What follows belongs to an exercise in optimizing a design on an open flow for small area and a short achievable clock period; a production flow would make more cautious choices.

==> run K: inputs <==
// MrSimSimulation
module MrSimSimulation(input clk, input reset,
    input [63:0] io_enq_dat,
    input  io_enq_val,
    output io_enq_rdy,
    output[63:0] io_deq_dat,
    output io_deq_val,
    input  io_deq_rdy
);
Settings: LEC_CHECK=0, CAP_MARGIN=20, CORE_MARGIN=2, CORE_UTILIZATION=40, CTS_BUF_LIST=sky130_fd_sc_hd__clkbuf_8, CTS_CLUSTER_SIZE=40, PLACE_DENSITY=0.6, SLEW_MARGIN=20, SYNTH_HIERARCHICAL=1, SYNTH_MINIMUM_KEEP_SIZE=0; clock period 17.0 ns.
standard.sh (not shown) runs the stock make flow with config.mk's settings and CLKGATE_MAP_FILE= SYNTH_SCRIPT=/design/flow/synth_recipe.tcl, a recipe that flattens the netlist after the stock synthesis.
==> flow/flow/run.sh <==
#!/bin/bash
# Standard synthesis, then the standard layout with the resizer aiming for a setup slack margin,
# small port buffers and a smaller clock tree.
set -euo pipefail
bash standard.sh synth > synth.log 2>&1
bash standard.sh SETUP_SLACK_MARGIN=12.5 BUFFER_PORTS_ARGS='-buffer_cell sky130_fd_sc_hd__buf_1' 'CTS_ARGS=-sink_clustering_enable -repair_clock_nets -dont_use_dummy_load -buf_list sky130_fd_sc_hd__clkbuf_8 -sink_clustering_size 40' finish > layout.log 2>&1
==> run A (differences from run K) <==
--- a/flow/design.v
+++ b/flow/design.v
@@ -3,17 +3,18 @@
     input  io_enq_val,
     output io_enq_rdy,
     output[63:0] io_deq_dat,
     output io_deq_val,
     input  io_deq_rdy
 );
   reg [8:0] df0, df1, df2, df3, df4, df5;
-  reg [15:0] p1, p2;
+  reg [15:0] p1, p2, p3;
   reg v1, v2, v3;
   reg [16:0] e0, e1, e2;
+  reg [1:0] c3;
   wire [7:0] px = io_enq_dat[55:48];
   wire [7:0] py = io_enq_dat[63:56];
   wire [8:0] dn0 = {1'b0, io_enq_dat[7:0]} - {1'b0, px};
   wire [8:0] dn1 = {1'b0, io_enq_dat[15:8]} - {1'b0, py};
   wire [8:0] dn2 = {1'b0, io_enq_dat[23:16]} - {1'b0, px};
   wire [8:0] dn3 = {1'b0, io_enq_dat[31:24]} - {1'b0, py};
   wire [8:0] dn4 = {1'b0, io_enq_dat[39:32]} - {1'b0, px};
@@ -830,28 +831,29 @@
   wire le10 = le10_G701 | le10_P702;
   wire [1:0] cls = (le20 & le21) ? 2'd2 : le10 ? 2'd1 : 2'd0;
   reg [17:0] q0, q1, q2, q3;
   reg [3:0] f;
   wire deq = io_deq_rdy & f[0];
   wire enq = v3 & ~f[3];
   wire [3:0] g = deq ? {1'b0, f[3:1]} : f;       
-  wire [3:0] fn = g | ({4{enq}} & ~g & {g[2:0], 1'b1});
-  wire [3:0] wsel = {4{v2}} & ~fn & {fn[2:0], 1'b1};
-  wire [17:0] din = {p2, cls};
+  wire [3:0] wsel = {4{enq}} & ~g & {g[2:0], 1'b1};
+  wire [17:0] din = {p3, c3};
   always @(posedge clk) begin
     df0 <= dn0; df1 <= dn1; df2 <= dn2; df3 <= dn3; df4 <= dn4; df5 <= dn5;
     p1 <= io_enq_dat[63:48];
     e0 <= dist0; e1 <= dist1; e2 <= dist2;
     p2 <= p1;
+    c3 <= cls;
+    p3 <= p2;
     if (reset) begin
       v1 <= 1'b0; v2 <= 1'b0; v3 <= 1'b0;
       f <= 4'd0;
     end else begin
       v1 <= io_enq_val; v2 <= v1; v3 <= v2;
-      f <= fn;
+      f <= g | wsel;
     end
     if (wsel[0]) q0 <= din; else if (deq) q0 <= q1;
     if (wsel[1]) q1 <= din; else if (deq) q1 <= q2;
     if (wsel[2]) q2 <= din; else if (deq) q2 <= q3;
     if (wsel[3]) q3 <= din;
   end
   assign io_enq_rdy = 1'b1;
==> flow/flow/run.sh (replaced) <==
#!/bin/bash
# Standard synthesis, then the standard layout with the resizer aiming for a setup slack margin.
set -euo pipefail
bash standard.sh synth > synth.log 2>&1
bash standard.sh SETUP_SLACK_MARGIN=12.5 BUFFER_PORTS_ARGS='-buffer_cell sky130_fd_sc_hd__buf_1' finish > layout.log 2>&1
==> flow/config.mk (replaced) <==
export PLATFORM = sky130hd
export DESIGN_NAME = MrSimSimulation
export DESIGN_NICKNAME = MrSimSimulation
export VERILOG_FILES = /design/flow/design.v
export SDC_FILE = /design/flow/constraint.sdc
export NUM_CORES = 4
export LEC_CHECK = 0
export CAP_MARGIN = 20
export CORE_MARGIN = 2
export CORE_UTILIZATION = 40
export PLACE_DENSITY = 0.6
export SLEW_MARGIN = 20
export SYNTH_HIERARCHICAL = 1
export SYNTH_MINIMUM_KEEP_SIZE = 0
==> run G (differences from run K) <==
--- a/flow/design.v
+++ b/flow/design.v
@@ -3,17 +3,18 @@
     input  io_enq_val,
     output io_enq_rdy,
     output[63:0] io_deq_dat,
     output io_deq_val,
     input  io_deq_rdy
 );
   reg [8:0] df0, df1, df2, df3, df4, df5;
-  reg [15:0] p1, p2;
+  reg [15:0] p1, p2, p3;
   reg v1, v2, v3;
   reg [16:0] e0, e1, e2;
+  reg [1:0] c3;
   wire [7:0] px = io_enq_dat[55:48];
   wire [7:0] py = io_enq_dat[63:56];
   wire [8:0] dn0 = {1'b0, io_enq_dat[7:0]} - {1'b0, px};
   wire [8:0] dn1 = {1'b0, io_enq_dat[15:8]} - {1'b0, py};
   wire [8:0] dn2 = {1'b0, io_enq_dat[23:16]} - {1'b0, px};
   wire [8:0] dn3 = {1'b0, io_enq_dat[31:24]} - {1'b0, py};
   wire [8:0] dn4 = {1'b0, io_enq_dat[39:32]} - {1'b0, px};
@@ -830,28 +831,29 @@
   wire le10 = le10_G701 | le10_P702;
   wire [1:0] cls = (le20 & le21) ? 2'd2 : le10 ? 2'd1 : 2'd0;
   reg [17:0] q0, q1, q2, q3;
   reg [3:0] f;
   wire deq = io_deq_rdy & f[0];
   wire enq = v3 & ~f[3];
   wire [3:0] g = deq ? {1'b0, f[3:1]} : f;       
-  wire [3:0] fn = g | ({4{enq}} & ~g & {g[2:0], 1'b1});
-  wire [3:0] wsel = {4{v2}} & ~fn & {fn[2:0], 1'b1};
-  wire [17:0] din = {p2, cls};
+  wire [3:0] wsel = {4{enq}} & ~g & {g[2:0], 1'b1};
+  wire [17:0] din = {p3, c3};
   always @(posedge clk) begin
     df0 <= dn0; df1 <= dn1; df2 <= dn2; df3 <= dn3; df4 <= dn4; df5 <= dn5;
     p1 <= io_enq_dat[63:48];
     e0 <= dist0; e1 <= dist1; e2 <= dist2;
     p2 <= p1;
+    c3 <= cls;
+    p3 <= p2;
     if (reset) begin
       v1 <= 1'b0; v2 <= 1'b0; v3 <= 1'b0;
       f <= 4'd0;
     end else begin
       v1 <= io_enq_val; v2 <= v1; v3 <= v2;
-      f <= fn;
+      f <= g | wsel;
     end
     if (wsel[0]) q0 <= din; else if (deq) q0 <= q1;
     if (wsel[1]) q1 <= din; else if (deq) q1 <= q2;
     if (wsel[2]) q2 <= din; else if (deq) q2 <= q3;
     if (wsel[3]) q3 <= din;
   end
   assign io_enq_rdy = 1'b1;
==> flow/flow/run.sh (replaced) <==
#!/bin/bash
# Standard synthesis, then the standard layout with the resizer aiming for a setup slack margin
# and small port buffers.
set -euo pipefail
bash standard.sh synth > synth.log 2>&1
bash standard.sh SETUP_SLACK_MARGIN=12.5 BUFFER_PORTS_ARGS='-buffer_cell sky130_fd_sc_hd__buf_1'  finish > layout.log 2>&1
==> flow/config.mk (replaced) <==
export PLATFORM = sky130hd
export DESIGN_NAME = MrSimSimulation
export DESIGN_NICKNAME = MrSimSimulation
export VERILOG_FILES = /design/flow/design.v
export SDC_FILE = /design/flow/constraint.sdc
export NUM_CORES = 4
export LEC_CHECK = 0
export CAP_MARGIN = 20
export CORE_MARGIN = 2
export CORE_UTILIZATION = 60
export CTS_BUF_LIST = sky130_fd_sc_hd__clkbuf_8
export CTS_CLUSTER_SIZE = 40
export PLACE_DENSITY = 0.75
export SLEW_MARGIN = 20
export SYNTH_HIERARCHICAL = 1
export SYNTH_MINIMUM_KEEP_SIZE = 0
==> results.txt <==
run status complete, no violations; Final Non-Filler Cells 1888; fin area 0.0180 mm^2; met3 WL 1.64 mm; Die Y-Extent 167 um
(the above is from run G)
==> results.txt <==
Final Non-Filler Cells 2055; fin area 0.0180 mm^2; run status complete, no violations; Die Y-Extent 203 um
(the above is from run K)
==> results.txt <==
run status complete, no violations; Final Non-Filler Cells 2058; met3 WL 1.49 mm; Die Y-Extent 204 um; fin area 0.0183 mm^2
(the above is from run A)
No run of this note included a check of the RTL's function; only the layout flow was run.

==> separate check: timing with driven ports <==
No port has a modelled driver above. Below, the same layouts with a new extraction and two added sets of constraints.
Step 1, drivers: a clkbuf_16 drives clk and a buf_2 each remaining input, both assumed.
Step 2 also shifts input and output timing later by t, the mid clock arrival at the registers, as if the neighbouring blocks saw the same clock.
Three values: ideal ports, drivers, drivers and shift; two values: the first two.
| run | t, ns | slack for setup (ns) | latest minus earliest clock arrival (ns) | pins driven straight from the clock port |
|---|---|---|---|---|
| run K | 0.574 | 12.296 / 12.279 / 11.705 | 0.076 / 0.077 | 1 |
| run A | 0.591 | 12.504 / 12.450 / 11.990 | 0.019 / 0.019 | 1 |
| run G | 0.589 | 12.480 / 12.489 / 11.914 | 0.026 / 0.026 | 1 |
After both steps every run listed still meets setup and hold. For run K, which loses most, drivers alone change the setup slack by -0.017 ns; drivers and shift together by -0.591 ns.
